Background: an optimization exercise with open tools, aiming at small area, a short achievable clock period and few clock cycles per item. Do not read the settings as production practice.
In this exercise RTL edits were held to simulation tests only and were not proved equivalent to the original.

==> run P <==
Design ifft_top, start of the top module:
module ifft_top (
    input  wire        clk,
    input  wire        rst,
    input  wire        ifft_enable,
    input  wire [15:0] in_0_real,
    input  wire [15:0] in_1_real,
    input  wire [15:0] in_2_real,
    input  wire [15:0] in_3_real,
    input  wire [15:0] in_4_real,
    input  wire [15:0] in_5_real,
    input  wire [15:0] in_6_real,
    input  wire [15:0] in_7_real,
    input  wire [15:0] in_8_real,
    input  wire [15:0] in_9_real,
    input  wire [15:0] in_10_real,
    input  wire [15:0] in_11_real,
    input  wire [15:0] in_0_imag,
    input  wire [15:0] in_1_imag,
    input  wire [15:0] in_2_imag,
    input  wire [15:0] in_3_imag,
    input  wire [15:0] in_4_imag,
    input  wire [15:0] in_5_imag,
    input  wire [15:0] in_6_imag,
    input  wire [15:0] in_7_imag,
    input  wire [15:0] in_8_imag,
    input  wire [15:0] in_9_imag,
    input  wire [15:0] in_10_imag,
    input  wire [15:0] in_11_imag,
    output wire [15:0] ifft_out_real,
    output wire [15:0] ifft_out_imag,
    output wire        finish
);
Settings: LEC_CHECK=0, CAP_MARGIN=20, CORE_MARGIN=2, CORE_UTILIZATION=40, SLEW_MARGIN=20; clock period 13.6 ns.
run.sh (not shown) runs the stock make flow with config.mk's settings and CLKGATE_MAP_FILE= SYNTH_SCRIPT=/design/flow/synth_recipe.tcl, a recipe that flattens the netlist after the stock synthesis.
==> run A: changes against run P <==
--- a/flow/design.v
+++ b/flow/design.v
@@ -41,59 +41,59 @@
       t    <= 5'd0;
       fin  <= 1'b0;
     end else begin
       if (start) begin
         busy <= 1'b1;
         t    <= 5'd1;
       end else if (busy) begin
         t <= t + 5'd1;
-        if (t == 5'd20) busy <= 1'b0;
+        if (t == 5'd21) busy <= 1'b0;
       end
-      fin <= busy & (t >= 5'd4) & (t <= 5'd19);
+      fin <= busy & (t >= 5'd5) & (t <= 5'd20);
     end
   end
   assign finish = fin;
   localparam M_ID = 3'd0, M_J = 3'd1, M_T1 = 3'd2, M_T3 = 3'd3,
              M_W1 = 3'd4, M_W3 = 3'd5, M_W5 = 3'd6, M_W7 = 3'd7;
   wire [2:0] modeA2_r, modeA2_i;
-  wire       r0A_r, r1A_r, r2A_r, r3A_r, r2C_r, n8_r, sw4_r, n4_r, bl_r, bp3_r, jm_r, bp2_r;
+  wire       r0A_r, r1A_r, r2A_r, r3A_r, r2C_r, n8_r, sw4_r, n4_r, bl_r, bp3_r;
   wire       n0_r, t01_r, t12_r, t23_r, hsx_r, hsy_r, byB_r, byC_r, injA_r, injC_r;
   wire [3:1] weC_r, weG_r;
-  wire       r0A_i, r1A_i, r2A_i, r3A_i, r2C_i, n8_i, sw4_i, n4_i, bl_i, bp3_i, jm_i, bp2_i;
+  wire       r0A_i, r1A_i, r2A_i, r3A_i, r2C_i, n8_i, sw4_i, n4_i, bl_i, bp3_i;
   wire       n0_i, t01_i, t12_i, t23_i, hsx_i, hsy_i, byB_i, byC_i, injA_i, injC_i;
   wire [3:1] weC_i, weG_i;
   ifft_ctl #(.IM(0)) u_cr (
     .clk(clk), .rst(rst), .start(start), .busy(busy),
     .modeA2(modeA2_r), .r0A(r0A_r), .r1A(r1A_r), .r2A(r2A_r), .r3A(r3A_r), .r2C(r2C_r),
     .weC(weC_r), .weG(weG_r), .n8(n8_r), .sw4(sw4_r), .n4(n4_r), .bl(bl_r), .bp3(bp3_r),
     .n0(n0_r), .t01(t01_r), .t12(t12_r), .t23(t23_r), .hsx(hsx_r), .hsy(hsy_r),
-    .byB(byB_r), .byC(byC_r), .jm(jm_r), .bp2(bp2_r), .injA(injA_r), .injC(injC_r));
+    .byB(byB_r), .byC(byC_r), .injA(injA_r), .injC(injC_r));
   ifft_ctl #(.IM(1)) u_ci (
     .clk(clk), .rst(rst), .start(start), .busy(busy),
     .modeA2(modeA2_i), .r0A(r0A_i), .r1A(r1A_i), .r2A(r2A_i), .r3A(r3A_i), .r2C(r2C_i),
     .weC(weC_i), .weG(weG_i), .n8(n8_i), .sw4(sw4_i), .n4(n4_i), .bl(bl_i), .bp3(bp3_i),
     .n0(n0_i), .t01(t01_i), .t12(t12_i), .t23(t23_i), .hsx(hsx_i), .hsy(hsy_i),
-    .byB(byB_i), .byC(byC_i), .jm(jm_i), .bp2(bp2_i), .injA(injA_i), .injC(injC_i));
+    .byB(byB_i), .byC(byC_i), .injA(injA_i), .injC(injC_i));
   reg [15:0] x0r, x0i, x4r, x4i, x8r, x8i;
   reg [15:0] ar[0:2], ai[0:2], br[0:2], bi[0:2], cr[0:2], ci[0:2];
   always @(posedge clk) begin
     if (!busy) begin
       x0r <= in_0_real;   x0i <= in_0_imag;
       x4r <= in_4_real;   x4i <= in_4_imag;
       x8r <= in_8_real;   x8i <= in_8_imag;
       ar[0] <= in_1_real;  ai[0] <= in_1_imag;
-      ar[1] <= in_3_real;  ai[1] <= in_3_imag;
-      ar[2] <= in_2_real;  ai[2] <= in_2_imag;
+      ar[1] <= in_2_real;  ai[1] <= in_2_imag;
+      ar[2] <= in_3_real;  ai[2] <= in_3_imag;
       br[0] <= in_5_real;  bi[0] <= in_5_imag;
-      br[1] <= in_7_real;  bi[1] <= in_7_imag;
-      br[2] <= in_6_real;  bi[2] <= in_6_imag;
+      br[1] <= in_6_real;  bi[1] <= in_6_imag;
+      br[2] <= in_7_real;  bi[2] <= in_7_imag;
       cr[0] <= in_9_real;  ci[0] <= in_9_imag;
-      cr[1] <= in_11_real; ci[1] <= in_11_imag;
-      cr[2] <= in_10_real; ci[2] <= in_10_imag;
+      cr[1] <= in_10_real; ci[1] <= in_10_imag;
+      cr[2] <= in_11_real; ci[2] <= in_11_imag;
     end else begin
       for (i = 0; i < 3; i = i + 1) begin
         ar[i] <= ar[(i+1)%3]; ai[i] <= ai[(i+1)%3];
         br[i] <= br[(i+1)%3]; bi[i] <= bi[(i+1)%3];
         cr[i] <= cr[(i+1)%3]; ci[i] <= ci[(i+1)%3];
       end
       if (injA_r) ar[2] <= gv_r;
       if (injA_i) ai[2] <= gv_i;
@@ -239,47 +239,44 @@
   wire [15:0] zsr = r2C_r ? ar[0] : 16'd0, zsi = r2C_i ? ai[0] : 16'd0;
   wire [25:0] psum_r, psum_i;
   ifft_add4 #(26) u_psr (SRr, CRr, kpr, {zsr, 10'd0}, 1'b0, 1'b0, psum_r);
   ifft_add4 #(26) u_psi (SRi, CRi, kpi, {zsi, 10'd0}, 1'b0, 1'b0, psum_i);
   wire [15:0] gv_r = psum_r[25:10], gv_i = psum_i[25:10];
   wire [15:0] q0v_r, q0v_i;
   ifft_add3 #(16) u_q0r (ar[0], br[0], cr[0], 1'b0, 1'b0, q0v_r);
   ifft_add3 #(16) u_q0i (ai[0], bi[0], ci[0], 1'b0, 1'b0, q0v_i);
-  wire [15:0] gar = jm_r ? ~ai[2] : x0r;
-  wire [15:0] gai = jm_i ?  ar[2] : x0i;
-  wire [15:0] gbr = jm_r ? ~ci[2] : x8r ^ {16{n8_r}};
-  wire [15:0] gbi = jm_i ?  cr[2] : x8i ^ {16{n8_i}};
-  wire [15:0] gcr = jm_r ?  bi[2] : (sw4_r ? x4i : x4r) ^ {16{n4_r}};
-  wire [15:0] gci = jm_i ? ~br[2] : (sw4_i ? x4r : x4i) ^ {16{n4_i}};
+  wire [15:0] gbr = x8r ^ {16{n8_r}}, gbi = x8i ^ {16{n8_i}};
+  wire [15:0] gcr = (sw4_r ? x4i : x4r) ^ {16{n4_r}};
+  wire [15:0] gci = (sw4_i ? x4r : x4i) ^ {16{n4_i}};
   wire [15:0] g0v_r, g0v_i;
-  ifft_add3 #(16) u_g0r (gar, gbr, gcr, n8_r | jm_r, n4_r | jm_r, g0v_r);
-  ifft_add3 #(16) u_g0i (gai, gbi, gci, n8_i, n4_i | jm_i, g0v_i);
+  ifft_add3 #(16) u_g0r (x0r, gbr, gcr, n8_r, n4_r, g0v_r);
+  ifft_add3 #(16) u_g0i (x0i, gbi, gci, n8_i, n4_i, g0v_i);
   reg  [15:0] G0r, G0i;
   always @(posedge clk) begin
     G0r <= g0v_r; G0i <= g0v_i;
   end
   reg [15:0] s1r, s1i, s2r, s2i, s3r, s3i;
   reg [15:0] g0r, g0i, g1r, g1i, g2r, g2i, g3r, g3i;
   always @(posedge clk) begin
     if (weG_r[1] | weC_r[1]) s1r <= weG_r[1] ? q0v_r : gv_r;
     if (weG_i[1] | weC_i[1]) s1i <= weG_i[1] ? q0v_i : gv_i;
-    if (weG_r[2] | weC_r[2]) s2r <= weG_r[2] ? G0r : gv_r;
-    if (weG_i[2] | weC_i[2]) s2i <= weG_i[2] ? G0i : gv_i;
+    if (weG_r[2] | weC_r[2]) s2r <= weG_r[2] ? q0v_r : gv_r;
+    if (weG_i[2] | weC_i[2]) s2i <= weG_i[2] ? q0v_i : gv_i;
     if (weG_r[3] | weC_r[3]) s3r <= weG_r[3] ? q0v_r : gv_r;
     if (weG_i[3] | weC_i[3]) s3i <= weG_i[3] ? q0v_i : gv_i;
     if (bl_r) begin
-      g0r <= G0r; g1r <= s1r; g2r <= bp2_r ? q0v_r : s2r; g3r <= bp3_r ? gv_r : s3r;
+      g0r <= G0r; g1r <= s1r; g2r <= s2r; g3r <= bp3_r ? gv_r : s3r;
     end else if (t12_r) begin
       g1r <= g1i; g2r <= ~g2r; g3r <= ~g3i;
     end else if (t01_r | t23_r) begin
       g1r <= ~g1r; g3r <= ~g3r;
     end
     if (bl_i) begin
-      g0i <= G0i; g1i <= s1i; g2i <= bp2_i ? q0v_i : s2i; g3i <= bp3_i ? gv_i : s3i;
+      g0i <= G0i; g1i <= s1i; g2i <= s2i; g3i <= bp3_i ? gv_i : s3i;
     end else if (t12_i) begin
       g1i <= ~g1r; g2i <= ~g2i; g3i <= g3r;
     end else if (t01_i | t23_i) begin
       g1i <= ~g1i; g3i <= ~g3i;
     end
   end
   wire [15:0] o_r, o_i;
   ifft_add4 #(16) u_or (g0r, g2r, g1r, g3r, n0_r, n0_r, o_r);
@@ -380,72 +377,68 @@
     output reg        r2C,         
     output reg  [3:1] weC,         
     output reg  [3:1] weG,         
     output reg        n8, sw4, n4,  
     output reg        bl, bp3,     
     output reg        n0, t01, t12, t23,      
     output reg        hsx, hsy,    
     output reg        byB, byC,    
-    output reg        jm,          
-    output reg        bp2,         
     output reg        injA, injC   
 );
   localparam M_ID = 3'd0, M_J = 3'd1, M_T1 = 3'd2, M_T3 = 3'd3,
              M_W1 = 3'd4, M_W3 = 3'd5, M_W5 = 3'd6, M_W7 = 3'd7;
   reg [4:0] tc;
   always @(posedge clk or negedge rst) begin
     if (!rst)       tc <= 5'd0;
     else if (start) tc <= 5'd1;
     else if (busy)  tc <= tc + 5'd1;
   end
   wire [4:0] tp = busy ? tc : 5'd0;
   reg [2:0] modeN;
   always @(*) begin
     case (tp)
-      5'd0:  modeN = M_T1; 5'd1:  modeN = M_T3;
-      5'd2:  modeN = M_T1; 5'd3:  modeN = M_W1; 5'd4:  modeN = M_W3;
-      5'd5:  modeN = M_T3; 5'd6:  modeN = M_W5; 5'd7:  modeN = M_W7;
-      5'd9:  modeN = M_J;  5'd10: modeN = M_T1; 5'd11: modeN = M_T3;
+      5'd0:  modeN = M_T1; 5'd1:  modeN = M_J;  5'd2:  modeN = M_T3;
+      5'd3:  modeN = M_W1; 5'd4:  modeN = M_T1; 5'd5:  modeN = M_W3;
+      5'd6:  modeN = M_W5; 5'd7:  modeN = M_T3; 5'd8:  modeN = M_W7;
+      5'd10: modeN = M_T1; 5'd11: modeN = M_J;  5'd12: modeN = M_T3;
       default: modeN = M_ID;
     endcase
   end
-  wire [1:0] kn = tp[1:0] + 2'd1;           
+  wire [1:0] kn = tp[1:0];                  
   reg  [2:0] modeA;
   reg        r2B1, r2B2, hq, ia1, sw1;
   reg  [3:1] weB1, weB2;
   always @(posedge clk) begin
     modeA  <= modeN;
     modeA2 <= modeA;
-    r0A  <= (tp <= 5'd1);
-    r1A  <= (tp >= 5'd2)  & (tp <= 5'd4);
-    r2A  <= (tp >= 5'd5)  & (tp <= 5'd7);
-    r3A  <= (tp >= 5'd9)  & (tp <= 5'd11);
-    r2B1 <= (tp >= 5'd6)  & (tp <= 5'd8);
+    r0A  <= (tp <= 5'd2);
+    r1A  <= (tp >= 5'd3)  & (tp <= 5'd5);
+    r2A  <= (tp >= 5'd6)  & (tp <= 5'd8);
+    r3A  <= (tp >= 5'd10) & (tp <= 5'd12);
+    r2B1 <= (tp >= 5'd7)  & (tp <= 5'd9);
     r2B2 <= r2B1;
     r2C  <= r2B2;
     weB1[1] <= (tp == 5'd1) | (tp == 5'd7) | (tp == 5'd11);
-    weB1[2] <= (tp == 5'd6) | (tp == 5'd10);
-    weB1[3] <= (tp == 5'd2) | (tp == 5'd8) | (tp == 5'd12);
+    weB1[2] <= (tp == 5'd2) | (tp == 5'd8) | (tp == 5'd12);
+    weB1[3] <= (tp == 5'd3) | (tp == 5'd9) | (tp == 5'd13);
     weB2 <= weB1;
     weC  <= weB2;
     weG[1] <= (tp == 5'd0);
-    weG[2] <= (tp == 5'd4);
-    weG[3] <= (tp == 5'd1);
-    jm   <= (tp == 5'd3);
-    n8   <= (tp == 5'd9) | (tp == 5'd13);
-    sw1  <= (tp == 5'd8) | (tp == 5'd12);
+    weG[2] <= (tp == 5'd1);
+    weG[3] <= (tp == 5'd2);
+    n8   <= (tp == 5'd10) | (tp == 5'd14);
+    sw1  <= (tp == 5'd9)  | (tp == 5'd13);
     sw4  <= sw1;
-    n4   <= (tp == 5'd5) | (tp == (IM ? 5'd13 : 5'd9));
-    bl   <= (tp == 5'd2) | (tp == 5'd6) | (tp == 5'd10) | (tp == 5'd14);
-    bp3  <= (tp == 5'd10) | (tp == 5'd14);
-    bp2  <= (tp == 5'd2);
-    ia1  <= (tp >= 5'd4) & (tp <= 5'd6);
+    n4   <= (tp == 5'd6)  | (tp == (IM ? 5'd14 : 5'd10));
+    bl   <= (tp == 5'd3) | (tp == 5'd7) | (tp == 5'd11) | (tp == 5'd15);
+    bp3  <= (tp == 5'd11) | (tp == 5'd15);
+    ia1  <= (tp >= 5'd5) & (tp <= 5'd7);
     injA <= ia1;
-    injC <= (tp >= 5'd8) & (tp <= 5'd10);
+    injC <= (tp >= 5'd9) & (tp <= 5'd11);
     n0   <= (kn != 2'd0);
     t01  <= (kn == 2'd0);
     t12  <= (kn == 2'd1);
     t23  <= (kn == 2'd2);
     hsx  <= (modeA2 == M_T1) | (modeA2 == M_T3);
     hq   <= (modeA == M_T1) | (modeA == M_T3);
     hsy  <= hq;
     byB  <= (modeA2 == M_ID) | (modeA2 == M_J);
==> comparison table <==
item                                                              run P         run A
Outcome                                no timing/DRC/antenna violations  no timing/DRC/antenna violations
Launch point of the worst hold path                           u_ci.r2B2  u_cr.weB1[3]
Critical R2R Launch                                            u_ci.r2A      u_cr.r2A
Wire length the detailed router placed on met1                 85800 um      80700 um
Number of multi-input combinational cells in the layout            3958          3890
Post-synth design cell area                                   61700 um2     61000 um2
Count of inverters other than clock inverters in the layout         687           676
Maximum clock frequency                                       0.202 GHz     0.207 GHz
Worst R2R Setup Slack                                           8.65 ns       8.77 ns
Total inserted antenna cells                                          5             2
Total global-route track usage                                    0.254         0.232
Wirelength, routed                                            202000 um     183000 um
Via total after detailed routing                                  44514         42886
Sequential portion of the cell area                               0.328         0.330
Required time of the critical path                             14.28 ns      14.22 ns
Core footprint                                               154000 um2    152000 um2
Placed instance area                                          67800 um2     67000 um2
DIE HEIGHT                                                       397 um        394 um
Slew margin rel.                                                  0.217         0.195
Starting Density                                                  0.402         0.402
Met3 Resource Use GR                                             0.0407        0.0411
Total area of multi-input combinational cells                 34600 um2     34000 um2
Synthesized-area fraction occupied by and/or/nand/nor cells      0.0949        0.0940
Testbench counts of run P, summed over its fixed seeds: cycles 10,752, items 512.
Testbench counts of run A, summed over its fixed seeds: cycles 11,264, items 512.

## what the ideal ports hide
The results above use ideal ports. As a check the final layouts listed here were re-extracted and re-timed, cells and wires unchanged.
Step 1 sets driving cells, clkbuf_16 on the clock port and buf_2 on the other inputs (assumed; they add their load-dependent delay and slew).
Step 2, shift: input delay + t, output delay - t, t = (earliest + latest rising clock arrival at the registers) / 2. This alone moves slack from input paths to output paths.
a / b / c = ideal ports / drivers / drivers and shift; a / b = the first two.
| run | t, ns | slack for setup (ns) | worst setup path after step 2 | worst register clock-pin slew, ns |
|---|---|---|---|---|
| run P | 0.831 | 8.651 / 8.651 / 8.651 | register to register | 0.07 / 0.07 |
| run A | 0.802 | 8.772 / 8.772 / 8.772 | register to register | 0.07 / 0.07 |
After both steps every run listed still meets setup and hold.
